This design comes from an exercise in tuning for small area, a short achievable clock period and few clock cycles on the open sky130 flow, not from production work. Where RTL was checked, it was by simulation tests only, not by an equivalence proof against the original. For runs 3 to 6, only the layout was checked, not whether the RTL still works. No activity file was given, so power comes from the tool's default toggle rates.

===== design/flow/design.v =====
module linear_layer_with_mem #(
    parameter DATA_WIDTH    = 8,
    parameter W_WIDTH       = 8,
    parameter ACC_WIDTH     = 32,
    parameter ADDR_WIDTH    = 8,
    parameter DATABUS_WIDTH = 32,
    parameter N = 8,
    parameter M = 8
)(
    input  wire clk,
    input  wire rst,
    input  wire start,
    input  wire [ADDR_WIDTH-1:0] activ_base,
    input  wire [ADDR_WIDTH-1:0] weight_base,
    input  wire [ADDR_WIDTH-1:0] bias_base,
    input  wire [ADDR_WIDTH-1:0] output_base,
    output reg mem_w,
    output reg mem_sel,
    output reg done,
    output reg out_valid,
    output wire [ADDR_WIDTH-1:0]    address_bus,
    input  wire [DATABUS_WIDTH-1:0] data_bus_in,
    output wire [DATABUS_WIDTH-1:0] data_bus_out,
    input  wire                     ready
);
    localparam PH_IDLE = 3'b100, PH_ACT = 3'b000, PH_BIAS = 3'b001,
               PH_WGT = 3'b010, PH_OUT = 3'b011, PH_DONE = 3'b111;
    reg [2:0] phase;
    reg [2:0] i, j;        
    reg [1:0] k;           
    reg       busy;        
    reg       rdy_q, rdy_qq;    
    reg       ov1;
    reg [7:0]  act [0:7];
    reg [8:0]  wq;         
    reg [15:0] bl;         
    reg        pneg;       
    reg        psgn;       
    reg [31:0] r;
    reg [7:0]  address;
    assign address_bus  = address;
    assign data_bus_out = r;
    wire xfer = mem_sel & ready;
    wire [15:0] bl_n;
    wire        pneg_n, psgn_n;
    llwm_pp u_pp (.a(act[0]), .trip(wq[2:0]), .k(k), .en(busy),
                  .bl(bl_n), .pneg(pneg_n), .psgn(psgn_n));
    wire [15:0] lsum;
    wire        c16;
    llwm_add16 u_add (.a(r[15:0]), .b(bl), .ci(pneg), .s(lsum), .co(c16));
    wire [15:0] hi1, hi0;
    llwm_hi u_hi (.h(r[31:16]), .sgn(psgn), .o1(hi1), .o0(hi0));
    wire [31:0] sum = {c16 ? hi1 : hi0, lsum};
    wire [7:0] addr_n;
    llwm_addr u_addr (.phase(phase), .i(i), .j(j), .rdy_q(rdy_q), .rdy_qq(rdy_qq),
                      .address(address),
                      .activ_base(activ_base), .weight_base(weight_base),
                      .bias_base(bias_base), .output_base(output_base),
                      .o(addr_n));
    always @(posedge clk or posedge rst) begin
        if (rst) begin
            phase <= PH_IDLE;
            i <= 0; j <= 0; k <= 0;
            busy <= 0; rdy_q <= 0; rdy_qq <= 0;
            mem_sel <= 0; mem_w <= 0;
            done <= 0; out_valid <= 0; ov1 <= 0;
        end else begin
            rdy_q <= xfer;
            rdy_qq <= rdy_q;
            ov1 <= xfer & mem_w;
            out_valid <= (xfer & mem_w) | ov1;
            mem_w <= (phase == PH_OUT);
            if (busy) begin
                k <= k + 2'd1;
                if (k == 2'd3) busy <= 0;
            end
            case (phase)
                PH_IDLE: if (start) begin
                    phase <= PH_ACT;
                    mem_sel <= 1;
                end
                PH_DONE: ;
                default: begin
                    mem_sel <= ~xfer & ~((rdy_q | rdy_qq) & (phase == PH_OUT));
                    if (xfer) begin
                        case (phase)
                            PH_ACT: begin
                                j <= j + 3'd1;
                                if (j == 3'd7) phase <= PH_BIAS;
                            end
                            PH_BIAS: phase <= PH_WGT;
                            PH_WGT: begin
                                busy <= 1;
                                j <= j + 3'd1;
                                if (j == 3'd7) phase <= PH_OUT;
                            end
                            default: begin
                                i <= i + 3'd1;
                                if (i == 3'd7) begin
                                    phase <= PH_DONE;
                                    done <= 1;
                                end else
                                    phase <= PH_BIAS;
                            end
                        endcase
                    end
                end
            endcase
        end
    end
    wire rot = busy & (k == 2'd3);
    integer n;
    always @(posedge clk) begin
        address <= addr_n;
        wq <= busy ? {2'b00, wq[8:2]} : {data_bus_in[7:0], 1'b0};
        bl <= bl_n;
        pneg <= pneg_n;
        psgn <= psgn_n;
        if (phase == PH_ACT)
            act[7] <= data_bus_in[7:0];
        else if (rot)
            act[7] <= act[0];
        if ((rdy_q && phase == PH_ACT) || rot)
            for (n = 0; n < 7; n = n + 1) act[n] <= act[n+1];
        r <= (phase == PH_BIAS) ? data_bus_in : sum;
    end
endmodule
module llwm_pp (
    input  wire [7:0]  a,
    input  wire [2:0]  trip,
    input  wire [1:0]  k,
    input  wire        en,
    output wire [15:0] bl,
    output wire        pneg,
    output wire        psgn
);
    wire s_neg = trip[2] & ~(trip[1] & trip[0]);
    wire s_one = trip[1] ^ trip[0];
    wire s_two = (trip[2] & ~trip[1] & ~trip[0]) | (~trip[2] & trip[1] & trip[0]);
    wire [9:0] ppx = (({10{s_one}} & {{2{a[7]}}, a}) |
                      ({10{s_two}} & {a[7], a, 1'b0})) ^ {10{s_neg}};
    reg  [15:0] b;
    always @* begin
        case (k)
            2'd0: b = {{6{ppx[9]}}, ppx};
            2'd1: b = {{4{ppx[9]}}, ppx, {2{s_neg}}};
            2'd2: b = {{2{ppx[9]}}, ppx, {4{s_neg}}};
            default: b = {ppx, {6{s_neg}}};
        endcase
    end
    assign bl   = en ? b : 16'd0;
    assign pneg = en & s_neg;
    assign psgn = en & ppx[9];
endmodule
module llwm_addr (
    input  wire [2:0] phase,
    input  wire [2:0] i,
    input  wire [2:0] j,
    input  wire       rdy_q,
    input  wire       rdy_qq,
    input  wire [7:0] address,
    input  wire [7:0] activ_base,
    input  wire [7:0] weight_base,
    input  wire [7:0] bias_base,
    input  wire [7:0] output_base,
    output wire [7:0] o
);
    reg [7:0] nbase;
    always @* begin
        case (phase[1:0])
            2'd0: nbase = activ_base;
            2'd1: nbase = bias_base;
            2'd2: nbase = weight_base;
            default: nbase = output_base;
        endcase
    end
    wire [5:0] off = {i & {3{phase[1] & ~phase[0]}}, j | (i & {3{phase[0]}})};
    wire [5:0] offg = off & {6{rdy_qq}};
    assign o = (phase[2] | rdy_q) ? nbase : address + {2'd0, offg};
endmodule
module llwm_add16 (
    input  wire [15:0] a,
    input  wire [15:0] b,
    input  wire        ci,
    output wire [15:0] s,
    output wire        co
);
    wire [15:0] g0 = a & b;
    wire [15:0] p0 = a ^ b;
    reg  [15:0] G, P;
    integer lv, n;
    always @* begin
        G = g0; P = p0;
        for (lv = 0; lv < 4; lv = lv + 1)
            for (n = 0; n < 16; n = n + 1)
                if ((n % (2 << lv)) == (2 << lv) - 1) begin
                    G[n] = G[n] | (P[n] & G[n - (1 << lv)]);
                    P[n] = P[n] & P[n - (1 << lv)];
                end
        for (lv = 2; lv >= 0; lv = lv - 1)
            for (n = 0; n < 16; n = n + 1)
                if ((n % (2 << lv)) == (1 << lv) - 1 && n >= (2 << lv)) begin
                    G[n] = G[n] | (P[n] & G[n - (1 << lv)]);
                    P[n] = P[n] & P[n - (1 << lv)];
                end
    end
    wire [16:0] c = {G | (P & {16{ci}}), ci};
    assign s  = p0 ^ c[15:0];
    assign co = c[16];
endmodule
module llwm_hi (
    input  wire [15:0] h,
    input  wire        sgn,
    output wire [15:0] o1,
    output wire [15:0] o0
);
    wire [15:0] all1, all0;
    assign all1[0] = 1'b1;
    assign all0[0] = 1'b1;
    genvar gi;
    generate for (gi = 1; gi < 16; gi = gi + 1) begin : pre
        assign all1[gi] = &h[gi-1:0];
        assign all0[gi] = ~|h[gi-1:0];
    end endgenerate
    assign o1 = h ^ ({16{~sgn}} & all1);
    assign o0 = h ^ ({16{sgn}} & all0);
endmodule

===== design/flow/flow/run.sh =====
#!/bin/bash
# Own layout flow: the standard ORFS flow (standard.sh, unchanged
# synthesis) with the make settings listed in flow/knobs.txt (one per line):
# smaller port buffers and clock buffers, and timing repair aimed past the
# clock period. Each tool's full output goes to its ORFS log under orfs/logs/;
# make's own output goes to flow_make.log in the work folder.
set -euo pipefail
args=()
while IFS= read -r line; do
  [[ -z "$line" || "$line" == \#* ]] && continue
  args+=("$line")
done < flow/knobs.txt
bash standard.sh "${args[@]}" finish > flow_make.log 2>&1

===== design/flow/flow/knobs.txt =====
BUFFER_PORTS_ARGS=-buffer_cell sky130_fd_sc_hd__buf_1
SETUP_SLACK_MARGIN=7.8
CTS_ARGS=-sink_clustering_enable -repair_clock_nets -dont_use_dummy_load -buf_list sky130_fd_sc_hd__clkbuf_8 -sink_clustering_size 40 -sink_clustering_max_diameter 100

===== design/flow/standard.sh =====
#!/bin/bash
# synth_recipe.tcl (not shown) runs the flow's synth.tcl, then flattens the netlist and writes it again
# the make line also repeats each setting of config.mk as NAME=value (left out here)
make -C /OpenROAD-flow-scripts/flow DESIGN_CONFIG=/design/flow/config.mk WORK_HOME=/design/flow/orfs CLKGATE_MAP_FILE= SYNTH_SCRIPT=/design/flow/synth_recipe.tcl "${@:-finish}"

===== design/flow/config.mk =====
export PLATFORM = sky130hd
export DESIGN_NAME = linear_layer_with_mem
export DESIGN_NICKNAME = linear_layer_with_mem
export VERILOG_FILES = /design/flow/design.v
export SDC_FILE = /design/flow/constraint.sdc
export NUM_CORES = 8
export LEC_CHECK = 0
export CAP_MARGIN = 20
export CORE_MARGIN = 2
export CORE_UTILIZATION = 40
export SLEW_MARGIN = 20

===== design/flow/constraint.sdc =====
create_clock -name core_clock -period 11.0 [get_ports {clk}]
set_input_delay 2.2000 -clock core_clock [delete_from_list [all_inputs] [get_ports {clk}]]
set_output_delay 2.2000 -clock core_clock [all_outputs]
set_load 0.01 [all_outputs]

==> reports/qor.yml, run 1 <==
outcome:
  status: "finished clean"
timing:
  slew_headroom_pct: 39.9
  post-route-period-util_pct: 28.6
  fmax_mhz: 317
  finalCriticalPeriod_ns: 3.15
  tns_ns: 0
  skew_ns: 0.0246
  tightest_slew_ns: 0.899
  slew_violations: 0
  hold_viol_final: 0
  finalSetupViolCount: 0
  hold_ws_ns: 0.418
  rsz0062_at_grt: "no"
detailed_routing:
  ant_nets: 0
  routed_wl_mm: 15.2
  vias_per_cell: 5.18
  drt_iter0_drc: 360
  vias: 5001
  wire_per_inst_um: 15.7
  drc: 0
  first_pass_iters: 5
global_route:
  grt-ovfl-total: 0
  grt_pass1_wl_mm: 23.7
  antenna_found_initial: 0
  grt_pass1_vias: 4895
  grt_max_degree: 57
  grtUsageTotal_pct: 16.6
yosys:
  synth_area_leader_cell: "edfxtp_1"
  synth_cell_types: 64
  synth-seq-area-share_pct: 53.5
  synth_edf_count: 64
  synth_area_um2: 6950
  synth_ff_type: "dfxtp_1"
  synthTopCellsByArea: "edfxtp_1, dfxtp_1, dfrtp_1"
  synth_seq_cells: 149
  syn_avg_cell_area_um2: 11.2
  synth_top_area_share_pct: 27.7
  ys_async_sr_fraction_pct: 12.8
  netlist_instances: 620
  ys_warn_count: 6
  syn_nets: 721
power:
  swShare_pct: 38.9
  p_leak_nw: 3.11
  p_sw_mw: 0.877
  internal_power_mw: 1.38
  pwr-share-seq_pct: 41.6
  power_density_nw_per_um2: 280
  clkPwrFrac_pct: 13.7
  comb_power_share_pct: 44.7
  vdd_ir_drop_max_v: 0.000105
placement:
  hpwl_mm: 10.5
  gp_congestion: 0.829
  place_area_um2: 7590
  portBuffers: 111
setup_path:
  path_cells: "buf_1"
  worst_setup_path_start_kind: "flip-flop"
  path_buf_inv: 1
  worst-path-max-fanout: 2
  crit_required_ns: 8.80
  crit_family: "flip-flops"
  path_class: "reg2out"
  worstPathArrival_ns: 0.95
  crit_path_max_incr_delay_ns: 0.36
  cpMaxStageDelayCell: "dfxtp_1"
  cp-end-kind: "primary output"
final_layout:
  design_area_um2: 8050
  nets: 843
  layout-drive-gt1-share_pct: 17.6
  area_delta_synth_final_pct: 15.9
  fillers: 1624
  antenna_cells: 0
floorplanning:
  core_region_area_um2: 17100
  die_area_um2: 18400
  std_cell_rows: 48
  chipWidth_um: 136
  initial_core_util_pct: 40.6
  die_h_um: 136
  num_io_pins: 112
cts:
  h-tree-depth: 4
  cts_inserted_buffers: 17
  clkTransAtPathRegs_ns: 0.06
  postCtsHoldBufs: 0
  clock_sinks: 149
  cts_tree: "yes"
  clk_latency_ns: 0.45
  clock_path_buffers: 2
  root_buffer: "clkbuf_8"
run:
  drv_cap: 0
worst_hold_path:
  hp-class: "reg2reg"
cell usage in the layout, fill, tap and decap left out, drive strengths merged, types with 8 or more instances in the layout:
| cell type | synthesis | routed |
|---|---|---|
| buf | 2 | 117 |
| nand2 | 66 | 66 |
| dfxtp | 66 | 66 |
| edfxtp | 64 | 64 |
| o21ai | 43 | 43 |
| a21oi | 34 | 34 |
| nor2 | 34 | 34 |
| ha | 31 | 31 |
| clkbuf | 24 | 29 |
| xnor2 | 23 | 23 |
| inv | 20 | 20 |
| mux2 | 19 | 19 |
| dfrtp | 18 | 18 |
| xor2 | 16 | 16 |
| a22oi | 13 | 13 |
| nor2b | 10 | 10 |
| mux2i | 10 | 10 |
| a21o | 9 | 9 |
| nor3 | 9 | 9 |
| and2 | 8 | 8 |
| mux4 | 8 | 8 |
| nand3 | 8 | 8 |
repair_timing:
item / in CTS / in global routing
setup endpoints to repair: 22 / 34
pin swaps: 0 / 0
buffers inserted: 3 / 12
resized for setup: 46 / 20
state kept, by name, indices dropped and copies added, names as in the netlist, 2 cells and up:
register,cells
bl,15
wq,9
phase,3
j,3
i,3
act,64
address,8
r,32
k,2
through the flow:
stage	utilization (%)	cells	power (mW)	setup WS, ns
detailed placement	44.3	933	1.87	7.49
global placement	44.3	933	1.83	7.63
floorplan	-	620	1.61	7.83
global route	47.0	965	2.43	7.80
finish	47.0	965	2.26	7.85
CTS	46.2	953	2.22	7.71
routing by layer:
layer / track usage [%] / vias up / wire length (um) / part of all wire (%)
li1: - / 2477 / - / -
met1: 21.6 / 2387 / 6910 / 46
met2: 27.1 / 123 / 7320 / 48
met3: 4.08 / 14 / 734 / 4.8
met4: 5.56 / 0 / 183 / 1.2
met5: 0 / - / 0 / 0
logic make-up after synthesis:
logic type | after synthesis | share of synthesized area (%)
simple gates | 176 | 13.1
compound gates | 140 | 12.7
buf+inv | 46 | 2.50
flops | 149 | 53.5
xor+xnor | 39 | 4.92
mux | 37 | 7.11
fa+ha+maj | 33 | 6.16
power groups by stage:
stage	Clock (mW)	Sequential, mW	Combinational [mW]
final	0.309	0.938	1.01
after global routing	0.343	0.963	1.12
after CTS	0.320	0.951	0.950
after detailed placement	0	0.955	0.919
after global placement	0	0.943	0.891
after floorplan	0	0.927	0.685
cell usage after synthesis, types with 3 or more instances:
| library cell | count |
|---|---|
| a211oi_1 | 3 |
| a21boi_0 | 5 |
| a21o_1 | 9 |
| a21oi_1 | 34 |
| a22oi_1 | 13 |
| a311oi_1 | 3 |
| a31oi_1 | 6 |
| and2_1 | 8 |
| and3_1 | 6 |
| and4_1 | 4 |
| clkbuf_1 | 24 |
| dfrtp_1 | 18 |
| dfxtp_1 | 66 |
| edfxtp_1 | 64 |
| ha_1 | 31 |
| inv_1 | 20 |
| mux2_2 | 19 |
| mux2i_1 | 10 |
| mux4_2 | 8 |
| nand2_1 | 66 |
| nand2b_1 | 4 |
| nand3_1 | 8 |
| nor2_1 | 34 |
| nor2b_1 | 10 |
| nor3_1 | 9 |
| o21ai_0 | 40 |
| o21ai_1 | 3 |
| o31ai_1 | 5 |
| or2_2 | 3 |
| or3_1 | 5 |
| xnor2_1 | 23 |
| xor2_1 | 16 |
path summary, 6_finish.rpt:
path,startpoint,to,slack (ns),depth (start not counted)
setup / recovery,r[8]$_DFF_P_,data_bus_out[8],7.85,1
hold / removal,act[1][4]$_DFFE_PP_,act[0][4]$_DFFE_PP_,0.42,0
setup reg to reg,r[17]$_DFF_P_,r[31]$_DFF_P_,8.10,9
hold reg to reg,act[1][4]$_DFFE_PP_,act[0][4]$_DFFE_PP_,0.42,0
max in group asynchronous,rst,phase[0]$_DFFE_PP0P_,8.64,2
min in group asynchronous,rst,rdy_q$_DFF_PP0_,1.86,2
area by class of cell:
cell class	instances	area (um2)	share of cell area [%]
Timing Repair Buffer	129	592	7.35
Tap cell	225	282	3.50
Multi-Input combinational cell	425	3090	38.4
Clock buffer	17	234	2.91
Inverter	20	75.1	0.932
Sequential cell	149	3770	46.9
Testbench counts, summed over its fixed seeds: cycles 85,824.
==> inputs of run 2 (changes only) <==
==> design/flow/flow/knobs.txt (replaced) <==
BUFFER_PORTS_ARGS=-buffer_cell sky130_fd_sc_hd__buf_1
SETUP_SLACK_MARGIN=7.6
CTS_ARGS=-sink_clustering_enable -repair_clock_nets -dont_use_dummy_load -buf_list sky130_fd_sc_hd__clkbuf_8 -sink_clustering_size 40 -sink_clustering_max_diameter 100
==> reports/qor.yml, run 2 <==
setup_path:
  path_class: "reg2out"  # unchanged
  cp.depth: 1  # unchanged
  cp-end-kind: "primary output"  # unchanged
  crit_family: "flip-flops"  # unchanged
  path_cells: "buf_1"  # unchanged
  crit_path_max_incr_delay_ns: 0.49  # was 0.36 ns
  worst_setup_path_start_kind: "flip-flop"  # unchanged
  cpMaxStageDelayCell: "dfxtp_1"  # unchanged
  worst-path-max-fanout: 7  # was 2
  crit_required_ns: 8.80  # about the same
  reg2regPathDepth: 9  # unchanged
  worstPathArrival_ns: 1.14  # was 0.95 ns
  path_buf_inv: 1  # unchanged
global_route:
  grt_max_degree: 57  # unchanged
  use_met1_pct: 21.6  # about the same
  grt_busiest_layer: "met2"  # unchanged
  grt_pass1_wl_mm: 23.5  # was 23.7 mm
  grt_pass1_vias: 4842  # was 4895
  grt_util_met2_pct: 26.6  # was 27.1%
  antenna_found_initial: 0  # unchanged
  met3_usage_pct: 4.08  # unchanged
  grtUsageTotal_pct: 16.4  # was 16.6%
  grt-ovfl-total: 0  # unchanged
placement:
  portBuffers: 111  # unchanged
  place_inst: 933  # unchanged
  hpwl_mm: 10.5  # unchanged
  gp_congestion: 0.829  # unchanged
  place_area_um2: 7590  # unchanged
floorplanning:
  num_io_pins: 112  # unchanged
  die_h_um: 136  # unchanged
  chipWidth_um: 136  # unchanged
  core_region_area_um2: 17100  # unchanged
  std_cell_rows: 48  # unchanged
  die_area_um2: 18400  # unchanged
  initial_core_util_pct: 40.6  # unchanged
cts:
  clock_path_buffers: 2  # unchanged
  clkTransAtPathRegs_ns: 0.08  # was 0.06 ns
  post_cts_buffers: 0  # was 3
  cts_inserted_buffers: 17  # unchanged
  cts_resized: 0  # was 46
  root_buffer: "clkbuf_8"  # unchanged
  cts_tree: "yes"  # unchanged
  clock_sinks: 149  # unchanged
  clk_latency_ns: 0.45  # about the same
  h-tree-depth: 4  # unchanged
  postCtsHoldBufs: 0  # unchanged
yosys:
  synth_ff_type: "dfxtp_1"  # unchanged
  synth_area_um2: 6950  # unchanged
  synth_seq_cells: 149  # unchanged
  ys_async_sr_fraction_pct: 12.8  # unchanged
  synth_compound_area_share_pct: 12.7  # unchanged
  synth_cell_types: 64  # unchanged
  synth_fa_ha_area_share_pct: 6.16  # unchanged
  netlist_instances: 620  # unchanged
  ys_warn_count: 6  # unchanged
  syn_avg_cell_area_um2: 11.2  # unchanged
  synth_edf_count: 64  # unchanged
  synth_mux_area_share_pct: 7.11  # unchanged
  synth-xor-area-share_pct: 4.92  # unchanged
  synthTopCellsByCount: "dfxtp_1, nand2_1, edfxtp_1, o21ai_0"  # unchanged
  synth-simple-area-share_pct: 13.1  # unchanged
  synth_area_leader_cell: "edfxtp_1"  # unchanged
  synth_top_area_share_pct: 27.7  # unchanged
  synth-seq-area-share_pct: 53.5  # unchanged
  synth_top_family_by_area: "simple AND/OR/NAND/NOR gates"  # unchanged
  syn_nets: 721  # unchanged
  synthTopCellsByArea: "edfxtp_1, dfxtp_1, dfrtp_1"  # unchanged
detailed_routing:
  first_pass_iters: 5  # unchanged
  ant_nets: 0  # unchanged
  routed_wl_mm: 14.7  # was 15.2 mm
  vias: 4961  # was 5001
  drt_iter0_drc: 367  # was 360
  drc: 0  # unchanged
  wire_per_inst_um: 15.5  # was 15.7 um
  vias_per_cell: 5.22  # was 5.18
final_layout:
  largest_reg_flops: 64  # unchanged
  nets: 828  # was 843
  layout-drive-gt1-share_pct: 8.83  # was 17.6%
  final_common_cell: "buf_1"  # unchanged
  largestRegisters: "act (64), r (32), bl (15)"  # unchanged
  layout_common_cells: "buf_1, nand2_1, dfxtp_1, edfxtp_1, o21ai_0"  # was buf_1, nand2_1, edfxtp_1, dfxtp_1, o21ai_0
  antenna_cells: 0  # unchanged
  top_register: "act"  # unchanged
  area_delta_synth_final_pct: 12.6  # was 15.9%
  final_cells: 950  # was 965
  design_area_um2: 7830  # was 8050 um2
worst_hold_path:
  hold_depth: 0  # unchanged
  hp-class: "reg2reg"  # unchanged
timing:
  tightest_slew_ns: 0.893  # was 0.899 ns
  slew_violations: 0  # unchanged
  skew_ns: 0.0242  # was 0.0246 ns
  hold_viol_final: 0  # unchanged
  slew_headroom_pct: 40.4  # was 39.9%
  rsz0062_at_grt: "no"  # unchanged
  post-route-period-util_pct: 30.4  # was 28.6%
  tns_ns: 0  # unchanged
  fmax_mhz: 300  # was 317 MHz
  finalSetupViolCount: 0  # unchanged
  finalCriticalPeriod_ns: 3.34  # was 3.15 ns
outcome:
  status: "finished clean"  # unchanged
power:
  vdd_ir_drop_max_v: 0.000104  # was 0.000105 V
  p_leak_nw: 2.93  # was 3.11 nW
  power_density_nw_per_um2: 278  # was 280 nW/um2
  p_total_mw: 2.17  # was 2.26 mW
run:
  drv_cap: 0  # unchanged
## run 2: per-stage QoR
step                      setup slack, ns  util (%)  hold WS, ns
after detailed placement             7.49      44.3        0.405
after global routing                 7.61      45.7        0.428
final                                7.66      45.7        0.416
after CTS                            7.62      45.7        0.413
after global placement               7.63      44.3        0.402
after floorplan                      7.83         -        0.387
## run 2: power by group
group / total (mW) / internal (mW) / switching (mW) / leakage (nW)
Combinational: 0.921 / 0.397 / 0.524 / 1.45
Sequential: 0.944 / 0.780 / 0.164 / 1.36
Clock: 0.308 / 0.136 / 0.172 / 0.122
## run 2: logic make-up after synthesis
| logic type | Yosys count |
|---|---|
| and+or+nand+nor | 176 |
| DFF | 149 |
| AOI/OAI and AO/OA | 140 |
| buffers and inverters | 46 |
| xor gates and xnor gates | 39 |
| muxes | 37 |
| adders and majority gates | 33 |
## run 2: final cells by class
cell class              instances  area [um2]
fillers                      1619        9290
flip-flops and latches        149        3720
multi-input cells             425        3080
repair buffers                114         439
well taps                     225         282
clock buffers                  17         234
inverters                      20        75.1
## run 2: final timing paths
check	start	endpoint	slack (ns)
max	r[23]$_DFF_P_	data_bus_out[23]	7.66
min	act[1][4]$_DFFE_PP_	act[0][4]$_DFFE_PP_	0.42
max reg2reg	r[6]$_DFF_P_	r[20]$_DFF_P_	7.92
min reg2reg	act[1][4]$_DFFE_PP_	act[0][4]$_DFFE_PP_	0.42
max in group asynchronous	rst	phase[0]$_DFFE_PP0P_	8.63
min in group asynchronous	rst	done$_DFFE_PP0P_	1.86
## run 2: routing by layer
layer	routed length, um	vias up
met1	6750	2375
met5	0	-
met3	708	14
li1	-	2446
met4	181	0
met2	7050	126
==> inputs of run 3 (changes only) <==
--- a/design/flow/design.v
+++ b/design/flow/design.v
@@ -25,4 +25,4 @@
 );
-    localparam PH_IDLE = 3'b100, PH_ACT = 3'b000, PH_BIAS = 3'b001,
-               PH_WGT = 3'b010, PH_OUT = 3'b011, PH_DONE = 3'b111;
+    localparam PH_IDLE = 3'd0, PH_ACT = 3'd1, PH_BIAS = 3'd2, PH_WGT = 3'd3,
+               PH_OUT = 3'd4, PH_DONE = 3'd5;
     reg [2:0] phase;
@@ -167,14 +167,12 @@
 );
-    reg [7:0] nbase;
+    reg [7:0] nbase, noff;
     always @* begin
-        case (phase[1:0])
-            2'd0: nbase = activ_base;
-            2'd1: nbase = bias_base;
-            2'd2: nbase = weight_base;
-            default: nbase = output_base;
+        case (phase)
+            3'd2:    begin nbase = bias_base;   noff = {5'd0, i}; end
+            3'd3:    begin nbase = weight_base; noff = {2'd0, i, j}; end
+            3'd4:    begin nbase = output_base; noff = {5'd0, i}; end
+            default: begin nbase = activ_base;  noff = {5'd0, j}; end
         endcase
     end
-    wire [5:0] off = {i & {3{phase[1] & ~phase[0]}}, j | (i & {3{phase[0]}})};
-    wire [5:0] offg = off & {6{rdy_qq}};
-    assign o = (phase[2] | rdy_q) ? nbase : address + {2'd0, offg};
+    assign o = (phase == 3'd0 || rdy_q) ? nbase : address + (rdy_qq ? noff : 8'd0);
 endmodule
@@ -189,20 +187,16 @@
     wire [15:0] p0 = a ^ b;
-    reg  [15:0] G, P;
+    reg  [15:0] G [0:4];
+    reg  [15:0] P [0:4];
     integer lv, n;
     always @* begin
-        G = g0; P = p0;
-        for (lv = 0; lv < 4; lv = lv + 1)
-            for (n = 0; n < 16; n = n + 1)
-                if ((n % (2 << lv)) == (2 << lv) - 1) begin
-                    G[n] = G[n] | (P[n] & G[n - (1 << lv)]);
-                    P[n] = P[n] & P[n - (1 << lv)];
-                end
-        for (lv = 2; lv >= 0; lv = lv - 1)
-            for (n = 0; n < 16; n = n + 1)
-                if ((n % (2 << lv)) == (1 << lv) - 1 && n >= (2 << lv)) begin
-                    G[n] = G[n] | (P[n] & G[n - (1 << lv)]);
-                    P[n] = P[n] & P[n - (1 << lv)];
-                end
-    end
-    wire [16:0] c = {G | (P & {16{ci}}), ci};
+        G[0] = g0; P[0] = p0;
+        for (lv = 0; lv < 4; lv = lv + 1) begin
+            G[lv+1] = G[lv]; P[lv+1] = P[lv];
+            for (n = (1 << lv); n < 16; n = n + 1) begin
+                G[lv+1][n] = G[lv][n] | (P[lv][n] & G[lv][n - (1 << lv)]);
+                P[lv+1][n] = P[lv][n] & P[lv][n - (1 << lv)];
+            end
+        end
+    end
+    wire [16:0] c = {G[4] | (P[4] & {16{ci}}), ci};
     assign s  = p0 ^ c[15:0];
--- a/design/flow/config.mk
+++ b/design/flow/config.mk
@@ -11 +11,3 @@
 export SLEW_MARGIN = 20
+export SYNTH_HIERARCHICAL = 1
+export SYNTH_MINIMUM_KEEP_SIZE = 0
==> reports/qor.yml, run 3 <==
global_route:
  grt_pass1_vias: 5351  # was 4842
  grt_pass1_wl_mm: 27.4  # was 23.5 mm
  grt_max_degree: 57  # unchanged
  grtUsageTotal_pct: 16.0  # was 16.4%
  antenna_found_initial: 0  # unchanged
  grt-ovfl-total: 0  # unchanged
power:
  vdd_ir_drop_max_v: 0.000100  # was 0.000104 V
  power_density_nw_per_um2: 277  # was 278 nW/um2
  p_leak_nw: 3.27  # was 2.93 nW
cts:
  clock_sinks: 150  # was 149
  cts_tree: "yes"  # unchanged
  cts_resized: 2  # was 0
  clkTransAtPathRegs_ns: 0.09  # was 0.08 ns
  post_cts_buffers: 0  # unchanged
  clk_latency_ns: 0.45  # about the same
  postCtsHoldBufs: 0  # unchanged
  cts_inserted_buffers: 17  # unchanged
  root_buffer: "clkbuf_8"  # unchanged
  clock_path_buffers: 2  # unchanged
  h-tree-depth: 4  # unchanged
detailed_routing:
  met3WireLength_um: 792  # was 708 um
  wire_per_inst_um: 15.5  # about the same
  met1_length_mm: 8.08  # was 6.75 mm
  vias_per_cell: 5.24  # was 5.22
  wl_met2_mm: 7.70  # was 7.05 mm
  routed_wl_mm: 16.8  # was 14.7 mm
  vias: 5696  # was 4961
  ant_nets: 0  # unchanged
  drc: 0  # unchanged
  drt_iter0_drc: 280  # was 367
  highest_layer: "met4"  # unchanged
  first_pass_iters: 4  # was 5
timing:
  slew_headroom_pct: 37.6  # was 40.4%
  finalCriticalPeriod_ns: 3.33  # was 3.34 ns
  hold_viol_final: 0  # unchanged
  fmax_mhz: 300  # about the same
  slew_violations: 0  # unchanged
  skew_ns: 0.0318  # was 0.0242 ns
  post-route-period-util_pct: 30.3  # was 30.4%
  rsz0062_at_grt: "no"  # unchanged
  hold_ws_ns: 0.408  # was 0.416 ns
  finalSetupViolCount: 0  # unchanged
  tns_ns: 0  # unchanged
  tightest_slew_ns: 0.935  # was 0.893 ns
worst_hold_path:
  worst_hold_startpoint: "act[4][3]$_DFFE_PP_"  # was act[1][4]$_DFFE_PP_
  hp-class: "reg2reg"  # unchanged
final_layout:
  final_common_cell: "buf_1"  # unchanged
  top_register: "act"  # unchanged
  largest_reg_flops: 64  # unchanged
  multi_input_area_um2: 3930  # was 3080 um2
  antenna_cells: 0  # unchanged
  seq_area_um2: 3740  # was 3720 um2
  fillers: 1911  # was 1619
  largestRegisters: "act (64), r (32), bl (16)"  # was act (64), r (32), bl (15)
  layout-drive-gt1-share_pct: 12.2  # was 8.83%
  layout_common_cells: "buf_1, edfxtp_1, dfxtp_1, nor2_1, nand2_1"  # was buf_1, nand2_1, dfxtp_1, edfxtp_1, o21ai_0
  area_delta_synth_final_pct: 9.72  # was 12.6%
  nets: 923  # was 828
  final_cells: 1086  # was 950
floorplanning:
  initial_core_util_pct: 41.0  # was 40.6%
  core_region_area_um2: 19500  # was 17100 um2
  chipWidth_um: 146  # was 136 um
  num_io_pins: 112  # unchanged
  die_h_um: 146  # was 136 um
  std_cell_rows: 51  # was 48
  die_area_um2: 21200  # was 18400 um2
yosys:
  synth_area_leader_cell: "edfxtp_1"  # unchanged
  synth-seq-area-share_pct: 46.7  # was 53.5%
  synthTopCellsByArea: "edfxtp_1, dfxtp_1, dfrtp_1"  # unchanged
  synth_top_area_share_pct: 24.0  # was 27.7%
  netlist_instances: 726  # was 620
  synth_area_um2: 8010  # was 6950 um2
  synth_edf_count: 64  # unchanged
  ys_warn_count: 14  # was 6
  synth_seq_cells: 150  # was 149
  synthTopCellsByCount: "dfxtp_1, edfxtp_1, nor2_1, nand2_1, mux2_2"  # was dfxtp_1, nand2_1, edfxtp_1, o21ai_0
  synth_ff_type: "dfxtp_1"  # unchanged
  syn_avg_cell_area_um2: 11.0  # was 11.2 um2
  synth_cell_types: 83  # was 64
  syn_nets: 826  # was 721
  yosysMostFrequentCell: "dfxtp_1"
  ys_async_sr_fraction_pct: 12.7  # was 12.8%
placement:
  hpwl_mm: 12.0  # was 10.5 mm
  portBuffers: 111  # unchanged
  place_inst: 1069  # was 933
  gp_congestion: 0.832  # was 0.829
setup_path:
  cp-end-kind: "primary output"  # unchanged
  worstReg2RegStart: "phase[2]$_DFFE_PP0P_"  # was r[6]$_DFF_P_
  crit_path_max_incr_delay_ns: 0.51  # was 0.49 ns
  path_cells: "buf_1"  # unchanged
  path_buf_inv: 1  # unchanged
  cpMaxStageDelayCell: "dfxtp_1"  # unchanged
  crit_family: "flip-flops"  # unchanged
  worst-path-max-fanout: 7  # unchanged
  cp-startpoint: "r[16]$_DFF_P_"  # was r[23]$_DFF_P_
  worst_setup_path_start_kind: "flip-flop"  # unchanged
  path_class: "reg2out"  # unchanged
  crit_required_ns: 8.80  # about the same
  worstPathArrival_ns: 1.13  # was 1.14 ns
outcome:
  status: "finished clean"  # unchanged
run:
  drv_cap: 0  # unchanged
-- run 3: cell count changes in the layout (fill, tap and decap cells not counted), moves of 6 or more --
cell | before | now
mux4_2 | 8 | 0
nor3_1 | 8 | 17
nand3_1 | 7 | 15
a22oi_1 | 13 | 2
a211oi_1 | 3 | 9
mux2i_1 | 10 | 27
nand2_1 | 66 | 42
mux2_2 | 19 | 37
a21o_1 | 9 | 15
nor2_1 | 34 | 48
xor2_1 | 16 | 23
o21ai_0 | 39 | 31
-- run 3: logic make-up after synthesis --
family,synth area share (%)
and+or+nand+nor,14.1
AOI/OAI and AO/OA,15.3
adders and majority gates,5.19
muxes,8.86
xor gates and xnor gates,5.58
buffers and inverters,4.36
DFF,46.7
-- run 3: path summary, 6_finish.rpt --
path                                  endpoint  slack [ns]  cells past startpoint
min in group asynchronous        ov1$_DFF_PP0_        1.85                      2
hold reg to reg            act[3][3]$_DFFE_PP_        0.41                      0
setup reg to reg            address[6]$_DFF_P_        8.02                     13
setup / recovery              data_bus_out[16]        7.67                      1
hold / removal             act[3][3]$_DFFE_PP_        0.41                      0
max in group asynchronous     k[0]$_DFFE_PP0P_        8.68                      2
-- run 3: where the power goes --
group	internal, mW	leakage (nW)	switching (mW)
Sequential	0.804	1.38	0.201
Combinational	0.506	1.77	0.614
Clock	0.136	0.122	0.173
-- run 3: routing by layer --
metal	GRT usage, %	vias to the layer above
li1	-	2866
met1	22.2	2683
met5	0	-
met3	4.17	11
met2	24.8	136
met4	4.51	0
-- run 3: per-module statistics from Yosys (local to each module, per instance) --
module	area, um2	cells inside
linear_layer_with_mem	4880	299
llwm_hi	613	78
llwm_add16	861	116
llwm_addr	826	123
llwm_pp	831	110
-- run 3: cell type report --
type                    instances  area share [%]
multi-input cells             513            44.7
repair buffers                116            5.17
inverters                      25            1.07
well taps                     265            3.77
flip-flops and latches        150            42.6
clock buffers                  17            2.66
-- run 3: stage by stage --
stage               setup WS [ns]  utilization (%)  power, mW  instance area [um2]
floorplan                    7.92                -       1.89                 8010
global placement             7.68             43.8       2.12                 8550
detailed placement           7.65             43.8       2.13                 8550
CTS                          7.62             45.0       2.46                 8780
global route                 7.60             45.0       2.63                 8790
finish                       7.67             45.0       2.43                 8790
==> inputs of run 4 (changes only) <==
==> design/flow/flow/knobs.txt (replaced) <==
BUFFER_PORTS_ARGS=-buffer_cell sky130_fd_sc_hd__buf_1
SETUP_SLACK_MARGIN=7.8
CTS_ARGS=-sink_clustering_enable -repair_clock_nets -dont_use_dummy_load -buf_list sky130_fd_sc_hd__clkbuf_8 -sink_clustering_size 40 -sink_clustering_max_diameter 100
==> reports/qor.yml, run 4 <==
outcome:
  status: "finished clean"  # unchanged
power:
  power_density_nw_per_um2: 276  # was 277 nW/um2
  vdd_ir_drop_max_v: 0.000109  # was 0.000100 V
  p_leak_nw: 3.45  # was 3.27 nW
  p_total_mw: 2.49  # was 2.43 mW
yosys:
  synth_top_area_share_pct: 24.0  # unchanged
  synth_ff_type: "dfxtp_1"  # unchanged
  synth_edf_count: 64  # unchanged
  synth_area_leader_cell: "edfxtp_1"  # unchanged
  synth_area_um2: 8010  # unchanged
  yosysMostFrequentCell: "dfxtp_1"  # unchanged
  synth-seq-area-share_pct: 46.7  # unchanged
  synth_cell_types: 83  # unchanged
  ys_warn_count: 14  # unchanged
  synthTopCellsByArea: "edfxtp_1, dfxtp_1, dfrtp_1"  # unchanged
  synth_seq_cells: 150  # unchanged
  ys_async_sr_fraction_pct: 12.7  # unchanged
  netlist_instances: 726  # unchanged
  synthTopCellsByCount: "dfxtp_1, edfxtp_1, nor2_1, nand2_1, mux2_2"  # unchanged
  syn_avg_cell_area_um2: 11.0  # unchanged
  syn_nets: 826  # unchanged
cts:
  clk_latency_ns: 0.45  # about the same
  cts_inserted_buffers: 17  # unchanged
  clkTransAtPathRegs_ns: 0.09  # about the same
  postCtsHoldBufs: 0  # unchanged
  root_buffer: "clkbuf_8"  # unchanged
  clock_path_buffers: 2  # unchanged
  cts_tree: "yes"  # unchanged
  clock_sinks: 150  # unchanged
  h-tree-depth: 4  # unchanged
detailed_routing:
  wire_per_inst_um: 15.4  # was 15.5 um
  routed_wl_mm: 16.9  # was 16.8 mm
  first_pass_iters: 4  # unchanged
  drt_iter0_drc: 312  # was 280
  drc: 0  # unchanged
  vias_per_cell: 5.24  # about the same
  vias: 5774  # was 5696
  ant_nets: 0  # unchanged
timing:
  fin_ws_ns: 7.83  # was 7.67 ns
  tightest_slew_ns: 0.950  # was 0.935 ns
  skew_ns: 0.0317  # was 0.0318 ns
  rsz0062_at_grt: "yes"  # was no
  slew_violations: 0  # unchanged
  tns_ns: 0  # unchanged
  finalSetupViolCount: 0  # unchanged
  post-route-period-util_pct: 28.8  # was 30.3%
  slew_headroom_pct: 36.7  # was 37.6%
  hold_viol_final: 0  # unchanged
  fmax_mhz: 316  # was 300 MHz
  finalCriticalPeriod_ns: 3.17  # was 3.33 ns
final_layout:
  largest_reg_flops: 64  # unchanged
  nets: 939  # was 923
  area_delta_synth_final_pct: 12.7  # was 9.72%
  antenna_cells: 0  # unchanged
  layout_common_cells: "buf_1, edfxtp_1, nor2_1, dfxtp_1, nand2_1"  # was buf_1, edfxtp_1, dfxtp_1, nor2_1, nand2_1
  largestRegisters: "act (64), r (32), bl (16)"  # unchanged
  final_common_cell: "buf_1"  # unchanged
  design_area_um2: 9020  # was 8790 um2
  top_register: "act"  # unchanged
  utilization_pct: 46.2  # was 45.0%
  layout-drive-gt1-share_pct: 20.4  # was 12.2%
setup_path:
  cpMaxStageDelayCell: "dfrtp_2"  # was dfxtp_1
  path_cells: "clkbuf_2"  # was buf_1
  path_buf_inv: 1  # unchanged
  worstPathArrival_ns: 0.97  # was 1.13 ns
  worst_setup_path_start_kind: "flip-flop"  # unchanged
  crit_required_ns: 8.80  # about the same
  worst-path-max-fanout: 2  # was 7
  crit_path_max_incr_delay_ns: 0.41  # was 0.51 ns
  cp.depth: 1  # unchanged
  cp-end-kind: "primary output"  # unchanged
  reg2regPathDepth: 8  # was 13
  path_class: "reg2out"  # unchanged
  crit_family: "flip-flops"  # unchanged
placement:
  place_ws_ns: 7.65  # unchanged
  hpwl_mm: 12.0  # unchanged
  portBuffers: 111  # unchanged
  gp_congestion: 0.832  # unchanged
  place_area_um2: 8550  # unchanged
run:
  drv_cap: 0  # unchanged
floorplanning:
  die_area_um2: 21200  # unchanged
  initial_core_util_pct: 41.0  # unchanged
  std_cell_rows: 51  # unchanged
  die_h_um: 146  # unchanged
  num_io_pins: 112  # unchanged
  core_region_area_um2: 19500  # unchanged
  chipWidth_um: 146  # unchanged
global_route:
  grt_max_degree: 57  # unchanged
  antenna_found_initial: 0  # unchanged
  grt-ovfl-total: 0  # unchanged
  grtUsageTotal_pct: 16.1  # was 16.0%
  grt_pass1_wl_mm: 27.6  # was 27.4 mm
  grt_pass1_vias: 5405  # was 5351
worst_hold_path:
  hold_depth: 0  # unchanged
  hp-class: "reg2reg"  # unchanged
## run 4: cells by family after synthesis
kind of cell	Yosys count	synth area share, %
simple gates	197	14.1
compound gates	167	15.3
flops	150	46.7
mux	66	8.86
buf+inv	63	4.36
xor+xnor	51	5.58
fa+ha+maj	32	5.19
## run 4: final timing paths
path / start / endpoint / slack (ns)
worst max-delay path: mem_sel$_DFFE_PP0P_ / mem_sel / 7.83
max in group asynchronous: rst / mem_sel$_DFFE_PP0P_ / 8.65
worst min register to register: act[4][3]$_DFFE_PP_ / act[3][3]$_DFFE_PP_ / 0.41
min in group asynchronous: rst / ov1$_DFF_PP0_ / 1.85
worst min-delay path: act[4][3]$_DFFE_PP_ / act[3][3]$_DFFE_PP_ / 0.41
worst max register to register: r[0]$_DFF_P_ / r[30]$_DFF_P_ / 8.06
## run 4: final cells by class
cell class              instances  area [um2]
fillers                      1885       10500
flip-flops and latches        150        3810
repair buffers                132         627
multi-input cells             513        3930
clock buffers                  17         234
well taps                     265         332
inverters                      25        93.8
## run 4: timing repair
item / 4_1_cts / 5_1_grt
endpoints found under the setup margin: 29 / 26
pin swaps: 0 / 0
resized for setup: 57 / 21
setup buffers: 7 / 9
## run 4: where the power goes
part | internal (mW) | leakage [nW] | switching, mW
sequential | 0.818 | 1.38 | 0.154
combinational | 0.553 | 1.95 | 0.657
clock | 0.136 | 0.122 | 0.173
total | 1.51 | 3.45 | 0.984
## run 4: stage by stage
stage / instances / hold slack (ns)
4_1_cts: 1093 / 0.411
6_report: 1102 / 0.408
3_5_place_dp: 1069 / 0.405
2_1_floorplan: 726 / 0.400
3_3_place_gp: 1069 / 0.401
5_1_grt: 1102 / 0.422
## run 4: layer usage
metal / global-route usage (%) / up-vias / wire [um]
li1: - / 2902 / -
met1: 22.4 / 2719 / 8050
met2: 25.0 / 142 / 7830
met3: 4.17 / 11 / 819
met4: 4.51 / 0 / 215
met5: 0 / - / 0
## run 4: worst register-to-register path, cell delays in order (launching register included)
cell and delay, ns:
dfxtp_1 0.33, ha_1 0.33, a211oi_2 0.32, o21bai_1 0.19
a21oi_1 0.40, nor3_1 0.10, or3_1 0.75, mux2i_1 0.30
o21ai_0 0.10
## run 4: modules after synthesis (local to each module, per instance)
module                 flip-flops and latches  cell area [um2]  times used
linear_layer_with_mem                     150             4880           1
llwm_add16                                  0              861           1
llwm_addr                                   0              826           1
llwm_hi                                     0              613           1
llwm_pp                                     0              831           1
==> inputs of run 5 (changes only) <==
==> design/flow/flow/knobs.txt (replaced) <==
BUFFER_PORTS_ARGS=-buffer_cell sky130_fd_sc_hd__buf_1
SETUP_SLACK_MARGIN=7.8
CTS_ARGS=-sink_clustering_enable -repair_clock_nets -dont_use_dummy_load -buf_list sky130_fd_sc_hd__clkbuf_16 -sink_clustering_size 100 -sink_clustering_max_diameter 300
==> reports/qor.yml, run 5 <==
timing:
  tightest_slew_ns: 0.942  # was 0.950 ns
  post-route-period-util_pct: 28.9  # was 28.8%
  rsz0062_at_grt: "yes"  # unchanged
  fmax_mhz: 314  # was 316 MHz
  hold_ws_ns: 0.410  # was 0.408 ns
  slew_headroom_pct: 37.2  # was 36.7%
  tns_ns: 0  # unchanged
  slew_violations: 0  # unchanged
  finalSetupViolCount: 0  # unchanged
  finalCriticalPeriod_ns: 3.18  # was 3.17 ns
  hold_viol_final: 0  # unchanged
  skew_ns: 0.0217  # was 0.0317 ns
placement:
  portBuffers: 111  # unchanged
  gp_congestion: 0.832  # unchanged
  hpwl_mm: 12.0  # unchanged
  place_area_um2: 8550  # unchanged
  place_inst: 1069  # unchanged
outcome:
  status: "finished clean"  # unchanged
floorplanning:
  num_io_pins: 112  # unchanged
  core_region_area_um2: 19500  # unchanged
  die_area_um2: 21200  # unchanged
  std_cell_rows: 51  # unchanged
  die_h_um: 146  # unchanged
  chipWidth_um: 146  # unchanged
  initial_core_util_pct: 41.0  # unchanged
setup_path:
  worstPathArrival_ns: 0.98  # was 0.97 ns
  crit_path_max_incr_delay_ns: 0.41  # about the same
  cpMaxStageDelayCell: "dfxtp_4"  # was dfrtp_2
  crit_required_ns: 8.80  # about the same
  worst_setup_path_start_kind: "flip-flop"  # unchanged
  cp-end-kind: "primary output"  # unchanged
  crit_family: "flip-flops"  # unchanged
  path_cells: "clkbuf_2"  # unchanged
  path_class: "reg2out"  # unchanged
  path_buf_inv: 1  # unchanged
  worst-path-max-fanout: 11  # was 2
yosys:
  synth_seq_cells: 150  # unchanged
  yosysMostFrequentCell: "dfxtp_1"  # unchanged
  ys_warn_count: 14  # unchanged
  synth_cell_types: 83  # unchanged
  ys_async_sr_fraction_pct: 12.7  # unchanged
  synth-seq-area-share_pct: 46.7  # unchanged
  synthTopCellsByCount: "dfxtp_1, edfxtp_1, nor2_1, nand2_1, mux2_2"  # unchanged
  synth_top_area_share_pct: 24.0  # unchanged
  syn_nets: 826  # unchanged
  synth_area_um2: 8010  # unchanged
  synth_area_leader_cell: "edfxtp_1"  # unchanged
  synthTopCellsByArea: "edfxtp_1, dfxtp_1, dfrtp_1"  # unchanged
  syn_avg_cell_area_um2: 11.0  # unchanged
  synth_ff_type: "dfxtp_1"  # unchanged
  netlist_instances: 726  # unchanged
  synth_edf_count: 64  # unchanged
detailed_routing:
  drt_iter0_drc: 347  # was 312
  drc: 0  # unchanged
  ant_nets: 0  # unchanged
  vias_per_cell: 5.22  # was 5.24
  wire_per_inst_um: 15.5  # was 15.4 um
  first_pass_iters: 4  # unchanged
  routed_wl_mm: 16.8  # was 16.9 mm
  vias: 5674  # was 5774
global_route:
  grt_pass1_vias: 5392  # was 5405
  grt_pass1_wl_mm: 27.5  # was 27.6 mm
  antenna_found_initial: 0  # unchanged
  grt-ovfl-total: 0  # unchanged
  grt_max_degree: 57  # unchanged
  grtUsageTotal_pct: 16.1  # about the same
final_layout:
  layout_common_cells: "buf_1, edfxtp_1, dfxtp_1, nor2_1, nand2_1"  # was buf_1, edfxtp_1, nor2_1, dfxtp_1, nand2_1
  area_delta_synth_final_pct: 13.0  # was 12.7%
  top_register: "act"  # unchanged
  design_area_um2: 9050  # was 9020 um2
  largestRegisters: "act (64), r (32), bl (16)"  # unchanged
  largest_reg_flops: 64  # unchanged
  nets: 924  # was 939
  layout-drive-gt1-share_pct: 15.6  # was 20.4%
  utilization_pct: 46.4  # was 46.2%
  final_cells: 1087  # was 1102
  antenna_cells: 0  # unchanged
  final_common_cell: "buf_1"  # unchanged
cts:
  root_buffer: "clkbuf_16"  # was clkbuf_8
  clock_path_buffers: 2  # unchanged
  cts_inserted_buffers: 17  # unchanged
  clk_latency_ns: 0.42  # was 0.45 ns
  clkTransAtPathRegs_ns: 0.07  # was 0.09 ns
  clock_sinks: 150  # unchanged
  cts_tree: "yes"  # unchanged
  h-tree-depth: 4  # unchanged
power:
  power_density_nw_per_um2: 286  # was 276 nW/um2
  vdd_ir_drop_max_v: 0.000110  # was 0.000109 V
  p_leak_nw: 3.40  # was 3.45 nW
worst_hold_path:
  hp-class: "reg2reg"  # unchanged
run:
  drv_cap: 0  # unchanged
==> run 5: area by class of cell <==
class                      count  area, um2
fill                        1866      10500
multi-input combinational    513       3930
sequential                   150       3790
timing repair buffer         117        482
clock buffer                  17        425
tap                          265        332
inverter                      25       93.8
==> run 5: power breakdown <==
part / internal (mW) / total [mW] / switching, mW
clock: 0.267 / 0.459 / 0.192
combinational: 0.508 / 1.12 / 0.608
sequential: 0.815 / 1.01 / 0.199
==> run 5: worst paths after layout <==
path	start	to	slack [ns]	cells past startpoint
max	r[24]$_DFF_P_	data_bus_out[24]	7.82	1
min	act[4][3]$_DFFE_PP_	act[3][3]$_DFFE_PP_	0.41	0
max reg2reg	phase[2]$_DFFE_PP0P_	address[6]$_DFF_P_	8.08	13
min reg2reg	act[4][3]$_DFFE_PP_	act[3][3]$_DFFE_PP_	0.41	0
max in group asynchronous	rst	mem_sel$_DFFE_PP0P_	8.62	2
min in group asynchronous	rst	ov1$_DFF_PP0_	1.87	2
==> run 5: logic make-up (layout without fill, tap and decap cells) <==
logic type / count (synthesis) / after routing / synth area share [%]
and+or+nand+nor: 197 / 197 / 14.1
AOI/OAI and AO/OA: 167 / 167 / 15.3
DFF: 150 / 150 / 46.7
muxes: 66 / 66 / 8.86
buffers and inverters: 63 / 159 / 4.36
xor gates and xnor gates: 51 / 51 / 5.58
adders and majority gates: 32 / 32 / 5.19
==> run 5: per-layer routing <==
layer  share of wire, %  vias to the layer above  global-route usage, %
met5                  0                        -                      0
met4                1.4                        0                   4.51
met3                4.8                       12                   4.08
met2                 45                      137                   25.0
met1                 48                     2661                   22.3
li1                   -                     2864                      -
==> run 5: modules after synthesis (local to each module, per instance) <==
module | copies in the design | flip-flops and latches | cells
llwm_addr | 1 | 0 | 123
llwm_hi | 1 | 0 | 78
llwm_pp | 1 | 0 | 110
linear_layer_with_mem | 1 | 150 | 299
llwm_add16 | 1 | 0 | 116
==> run 5: repair_timing <==
item | in CTS | in global routing
buffers inserted | 1 | 0
setup endpoints to repair | 18 | 13
resized for setup | 30 | 14
hold buffers | 0 | 0
==> run 5: stage by stage <==
| step | power (mW) | worst slack [ns] |
|---|---|---|
| final | 2.59 | 7.82 |
| after global routing | 2.79 | 7.78 |
| after CTS | 2.61 | 7.73 |
| after detailed placement | 2.13 | 7.65 |
| after global placement | 2.12 | 7.68 |
| after floorplan | 1.89 | 7.92 |
==> inputs of run 6 (changes only) <==
--- a/design/flow/design.v
+++ b/design/flow/design.v
@@ -34,3 +34,3 @@
     reg [7:0]  act [0:7];
-    reg [8:0]  wq;         
+    reg [6:0]  wq;         
     reg [15:0] bl;         
@@ -43,6 +43,26 @@
     wire xfer = mem_sel & ready;
-    wire [15:0] bl_n;
-    wire        pneg_n, psgn_n;
-    llwm_pp u_pp (.a(act[0]), .trip(wq[2:0]), .k(k), .en(busy),
-                  .bl(bl_n), .pneg(pneg_n), .psgn(psgn_n));
+    wire [7:0] a = act[0];
+    wire w0 = data_bus_in[0];
+    wire w1 = data_bus_in[1];
+    wire [9:0] ppx_new = (({10{w0}} & {{2{a[7]}}, a}) |
+                          ({10{w1 & ~w0}} & {a[7], a, 1'b0})) ^ {10{w1}};
+    wire [2:0] trip = wq[2:0];
+    wire s_neg = trip[2] & ~(trip[1] & trip[0]);
+    wire s_one = trip[1] ^ trip[0];
+    wire s_two = (trip[2] & ~trip[1] & ~trip[0]) | (~trip[2] & trip[1] & trip[0]);
+    wire [9:0] ppx_s = (({10{s_one}} & {{2{a[7]}}, a}) |
+                        ({10{s_two}} & {a[7], a, 1'b0})) ^ {10{s_neg}};
+    reg  [15:0] bl_s;
+    always @* begin
+        case (k)
+            2'd0: bl_s = {{4{ppx_s[9]}}, ppx_s, {2{s_neg}}};
+            2'd1: bl_s = {{2{ppx_s[9]}}, ppx_s, {4{s_neg}}};
+            default: bl_s = {ppx_s, {6{s_neg}}};
+        endcase
+    end
+    wire new_w   = xfer & (phase == PH_WGT);
+    wire more    = busy & (k != 2'd3);
+    wire [15:0] bl_n   = new_w ? {{6{ppx_new[9]}}, ppx_new} : more ? bl_s : 16'd0;
+    wire        pneg_n = new_w ? w1 : more & s_neg;
+    wire        psgn_n = new_w ? ppx_new[9] : more & ppx_s[9];
     wire [15:0] lsum;
@@ -53,8 +73,11 @@
     wire [31:0] sum = {c16 ? hi1 : hi0, lsum};
-    wire [7:0] addr_n;
-    llwm_addr u_addr (.phase(phase), .i(i), .j(j), .rdy_q(rdy_q), .rdy_qq(rdy_qq),
-                      .address(address),
-                      .activ_base(activ_base), .weight_base(weight_base),
-                      .bias_base(bias_base), .output_base(output_base),
-                      .o(addr_n));
+    reg [7:0] nbase, noff;
+    always @* begin
+        case (phase)
+            PH_BIAS: begin nbase = bias_base;   noff = {5'd0, i}; end
+            PH_WGT:  begin nbase = weight_base; noff = {2'd0, i, j}; end
+            PH_OUT:  begin nbase = output_base; noff = {5'd0, i}; end
+            default: begin nbase = activ_base;  noff = {5'd0, j}; end
+        endcase
+    end
     always @(posedge clk or posedge rst) begin
@@ -83,3 +106,3 @@
                 default: begin
-                    mem_sel <= ~xfer & ~((rdy_q | rdy_qq) & (phase == PH_OUT));
+                    mem_sel <= ~xfer;
                     if (xfer) begin
@@ -113,4 +136,9 @@
     always @(posedge clk) begin
-        address <= addr_n;
-        wq <= busy ? {2'b00, wq[8:2]} : {data_bus_in[7:0], 1'b0};
+        if (phase == PH_IDLE)
+            address <= activ_base;
+        else if (rdy_q)
+            address <= nbase;
+        else
+            address <= address + (rdy_qq ? noff : 8'd0);
+        wq <= busy ? {2'b00, wq[6:2]} : data_bus_in[7:1];
         bl <= bl_n;
@@ -126,53 +154,2 @@
     end
-endmodule
-module llwm_pp (
-    input  wire [7:0]  a,
-    input  wire [2:0]  trip,
-    input  wire [1:0]  k,
-    input  wire        en,
-    output wire [15:0] bl,
-    output wire        pneg,
-    output wire        psgn
-);
-    wire s_neg = trip[2] & ~(trip[1] & trip[0]);
-    wire s_one = trip[1] ^ trip[0];
-    wire s_two = (trip[2] & ~trip[1] & ~trip[0]) | (~trip[2] & trip[1] & trip[0]);
-    wire [9:0] ppx = (({10{s_one}} & {{2{a[7]}}, a}) |
-                      ({10{s_two}} & {a[7], a, 1'b0})) ^ {10{s_neg}};
-    reg  [15:0] b;
-    always @* begin
-        case (k)
-            2'd0: b = {{6{ppx[9]}}, ppx};
-            2'd1: b = {{4{ppx[9]}}, ppx, {2{s_neg}}};
-            2'd2: b = {{2{ppx[9]}}, ppx, {4{s_neg}}};
-            default: b = {ppx, {6{s_neg}}};
-        endcase
-    end
-    assign bl   = en ? b : 16'd0;
-    assign pneg = en & s_neg;
-    assign psgn = en & ppx[9];
-endmodule
-module llwm_addr (
-    input  wire [2:0] phase,
-    input  wire [2:0] i,
-    input  wire [2:0] j,
-    input  wire       rdy_q,
-    input  wire       rdy_qq,
-    input  wire [7:0] address,
-    input  wire [7:0] activ_base,
-    input  wire [7:0] weight_base,
-    input  wire [7:0] bias_base,
-    input  wire [7:0] output_base,
-    output wire [7:0] o
-);
-    reg [7:0] nbase, noff;
-    always @* begin
-        case (phase)
-            3'd2:    begin nbase = bias_base;   noff = {5'd0, i}; end
-            3'd3:    begin nbase = weight_base; noff = {2'd0, i, j}; end
-            3'd4:    begin nbase = output_base; noff = {5'd0, i}; end
-            default: begin nbase = activ_base;  noff = {5'd0, j}; end
-        endcase
-    end
-    assign o = (phase == 3'd0 || rdy_q) ? nbase : address + (rdy_qq ? noff : 8'd0);
 endmodule
==> design/flow/run.sh (new file) <==
#!/bin/bash
# synth_recipe.tcl (not shown) runs the flow's synth.tcl, then flattens the netlist and writes it again
# the make line also repeats each setting of config.mk as NAME=value (left out here)
make -C /OpenROAD-flow-scripts/flow DESIGN_CONFIG=/design/flow/config.mk WORK_HOME=/design/flow/orfs CLKGATE_MAP_FILE= SYNTH_SCRIPT=/design/flow/synth_recipe.tcl finish
removed: design/flow/flow/run.sh
removed: design/flow/flow/knobs.txt
removed: design/flow/standard.sh
==> reports/qor.yml, run 6 <==
yosys:
  syn_nets: 829  # was 826
  ys_async_sr_fraction_pct: 13.0  # was 12.7%
  synth_area_um2: 7800  # was 8010 um2
  synthTopCellsByCount: "nand2_1, edfxtp_1, dfxtp_1, o21ai_0, a21oi_1"  # was dfxtp_1, edfxtp_1, nor2_1, nand2_1, mux2_2
  synth_edf_count: 64  # unchanged
  synthTopCellsByArea: "edfxtp_1, dfxtp_1, dfrtp_1"  # unchanged
  synth_ff_type: "edfxtp_1"  # was dfxtp_1
  ys_warn_count: 11  # was 14
  synth_cell_types: 81  # was 83
  syn_avg_cell_area_um2: 10.7  # was 11.0 um2
  yosysMostFrequentCell: "nand2_1"  # was dfxtp_1
  synth_top_area_share_pct: 24.6  # was 24.0%
  netlist_instances: 727  # was 726
  synth_area_leader_cell: "edfxtp_1"  # unchanged
  synth_seq_cells: 146  # was 150
  synth-seq-area-share_pct: 46.9  # was 46.7%
placement:
  portBuffers: 111  # unchanged
  gp_congestion: 0.847  # was 0.832
  hpwl_mm: 13.8  # was 12.0 mm
  place_area_um2: 9100  # was 8550 um2
setup_path:
  worstPathArrival_ns: 4.41  # was 0.98 ns
  crit_path_max_incr_delay_ns: 0.87  # was 0.41 ns
  worst-path-max-fanout: 11  # unchanged
  crit_required_ns: 11.34  # was 8.80 ns
  worstReg2RegStart: "phase[2]$_DFFE_PP0P_"  # unchanged
  cp-startpoint: "data_bus_in[0]"  # was r[24]$_DFF_P_
  path_cells: "clkdlybuf4s50_1 -> nor2b_1 -> nand2_1 -> a21o_1 -> and3_1 -> a22oi_1"  # was clkbuf_2
  cp-end-kind: "flip-flop"  # was primary output
  path_buf_inv: 1  # unchanged
  crit_family: "simple AND/OR/NAND/NOR gates"  # was flip-flops
  cpMaxStageDelayCell: "clkdlybuf4s50_1"  # was dfxtp_4
  path_class: "in2reg"  # was reg2out
  worst_setup_path_start_kind: "input pin"  # was flip-flop
power:
  power_density_nw_per_um2: 300  # was 286 nW/um2
  vdd_ir_drop_max_v: 0.000115  # was 0.000110 V
  p_leak_nw: 3.68  # was 3.40 nW
timing:
  hold_viol_final: 0  # unchanged
  slew_headroom_pct: 31.6  # was 37.2%
  slew_violations: 0  # unchanged
  hold_ws_ns: 0.412  # was 0.410 ns
  post-route-period-util_pct: 37.1  # was 28.9%
  tns_ns: 0  # unchanged
  fmax_mhz: 245  # was 314 MHz
  finalSetupViolCount: 0  # unchanged
  rsz0062_at_grt: "no"  # was yes
  skew_ns: 0.0124  # was 0.0217 ns
  tightest_slew_ns: 1.02  # was 0.942 ns
  finalCriticalPeriod_ns: 4.08  # was 3.18 ns
final_layout:
  largest_reg_flops: 64  # unchanged
  design_area_um2: 9710  # was 9050 um2
  largestRegisters: "act (64), r (32), bl (14)"  # was act (64), r (32), bl (16)
  antenna_cells: 0  # unchanged
  layout_common_cells: "clkdlybuf4s50_1, nand2_1, edfxtp_1, dfxtp_1, o21ai_0"  # was buf_1, edfxtp_1, dfxtp_1, nor2_1, nand2_1
  final_common_cell: "clkdlybuf4s50_1"  # was buf_1
  seq_area_um2: 3660  # was 3790 um2
  utilization_pct: 50.2  # was 46.4%
  top_register: "act"  # unchanged
  nets: 925  # was 924
  fillers: 1702  # was 1866
  area_delta_synth_final_pct: 24.4  # was 13.0%
  multi_input_area_um2: 3910  # was 3930 um2
  layout-drive-gt1-share_pct: 11.8  # was 15.6%
global_route:
  grt-ovfl-total: 0  # unchanged
  grt_pass1_wl_mm: 30.3  # was 27.5 mm
  grt_pass1_vias: 5750  # was 5392
  grtUsageTotal_pct: 18.9  # was 16.1%
  antenna_found_initial: 0  # unchanged
  grt_max_degree: 57  # unchanged
cts:
  cts_resized: 0  # was 30
  cts_tree: "yes"  # unchanged
  clock_sinks: 146  # was 150
  postCtsHoldBufs: 0  # unchanged
  h-tree-depth: 4  # unchanged
  clk_latency_ns: 0.43  # was 0.42 ns
  cts_inserted_buffers: 17  # unchanged
  clock_path_buffers: 2  # unchanged
  clkTransAtPathRegs_ns: 0.07  # about the same
  post_cts_buffers: 0  # was 1
  root_buffer: "clkbuf_16"  # unchanged
detailed_routing:
  first_pass_iters: 5  # was 4
  wire_per_inst_um: 17.4  # was 15.5 um
  drc: 0  # unchanged
  ant_nets: 0  # unchanged
  routed_wl_mm: 19.1  # was 16.8 mm
  vias_per_cell: 5.41  # was 5.22
  drt_iter0_drc: 317  # was 347
  vias: 5957  # was 5674
outcome:
  status: "finished clean"  # unchanged
worst_hold_path:
  hp-class: "reg2reg"  # unchanged
  worst_hold_startpoint: "act[3][3]$_DFFE_PP_"  # was act[4][3]$_DFFE_PP_
run:
  drv_cap: 0  # unchanged
floorplanning:
  chipWidth_um: 144  # was 146 um
  die_area_um2: 20600  # was 21200 um2
  core_region_area_um2: 19300  # was 19500 um2
  die_h_um: 144  # was 146 um
  std_cell_rows: 51  # unchanged
  initial_core_util_pct: 40.4  # was 41.0%
  num_io_pins: 112  # unchanged
## run 6: power by group
group / internal, mW / total (mW) / leakage (nW) / switching (mW)
clock network: 0.309 / 0.580 / 0.288 / 0.272
registers: 0.811 / 1.02 / 1.35 / 0.212
logic: 0.633 / 1.31 / 2.04 / 0.678
## run 6: modules after synthesis, one instance, submodules excluded
| module | area [um2] | copies in the design |
|---|---|---|
| linear_layer_with_mem | 6420 | 1 |
| llwm_add16 | 774 | 1 |
| llwm_hi | 613 | 1 |
## run 6: path summary, 6_finish.rpt
path                                       end  slack (ns)  depth (start not counted)
hold reg to reg            act[2][3]$_DFFE_PP_        0.41                          0
min in group asynchronous     i[2]$_DFFE_PP0P_        2.24                          2
hold / removal             act[2][3]$_DFFE_PP_        0.41                          0
setup / recovery                bl[10]$_DFF_P_        6.92                          6
setup reg to reg            address[6]$_DFF_P_        7.29                         13
max in group asynchronous     i[0]$_DFFE_PP0P_        8.27                          2
## run 6: cell families (layout without fill, tap and decap cells)
group	Yosys count	count (layout)	share of synthesized area (%)
AOI/OAI and AO/OA	179	179	15.5
xor gates and xnor gates	53	53	5.95
adders and majority gates	34	34	5.64
buffers and inverters	55	164	3.22
DFF	146	146	46.9
muxes	65	65	8.90
and+or+nand+nor	195	195	13.9
## run 6: layer usage
layer / share of wire [%] / GRT usage (%)
met4: 1.7 / 6.86
met1: 47 / 26.0
met5: 0 / 0
met3: 4.4 / 3.90
met2: 47 / 29.5
## run 6: per-stage QoR
| step | setup slack, ns | total power, mW | instances |
|---|---|---|---|
| after floorplan | 7.78 | 1.91 | 727 |
| after global placement | 6.61 | 2.32 | 1069 |
| after detailed placement | 6.55 | 2.34 | 1069 |
| after CTS | 6.98 | 2.93 | 1101 |
| after global routing | 6.82 | 3.13 | 1101 |
| final | 6.92 | 2.91 | 1101 |
## run 6: cell type report
cell class / count / share of cell area [%]
Clock buffer: 17 / 4.38
Clock inverter: 15 / 1.84
Inverter: 17 / 0.657
Multi-Input combinational cell: 526 / 40.3
Sequential cell: 146 / 37.7
Tap cell: 265 / 3.41
Timing Repair Buffer: 115 / 11.7

==> static timing again, ports no longer ideal <==
Ports are ideal in the flow. The routed layouts listed here were re-timed in OpenROAD. Step 1: set_driving_cell puts a clkbuf_16 on clk and a buf_2 on each other input, an assumption about the parent block. Step 2 also shifts input and output timing later by t, the mid clock arrival at the registers, as if the neighbouring blocks saw the same clock. Three values: ideal ports, drivers, drivers and shift; two values: the first two.
run	t, ns	slack for setup (ns)	pins driven straight from the clock port
run 1	0.475	7.850 / 7.811 / 7.601	1
run 2	0.475	7.661 / 7.622 / 7.483	1
run 3	0.472	7.670 / 7.630 / 7.632	1
run 4	0.472	7.833 / 7.794 / 7.621	1
run 5	0.452	7.818 / 7.776 / 7.631	1
run 6	0.468	6.923 / 6.925 / 6.457	1
After both steps setup and hold are still met in every run listed. The setup slack of run 6, which loses most, moves by +0.002 ns with the drivers and by -0.466 ns with both steps.
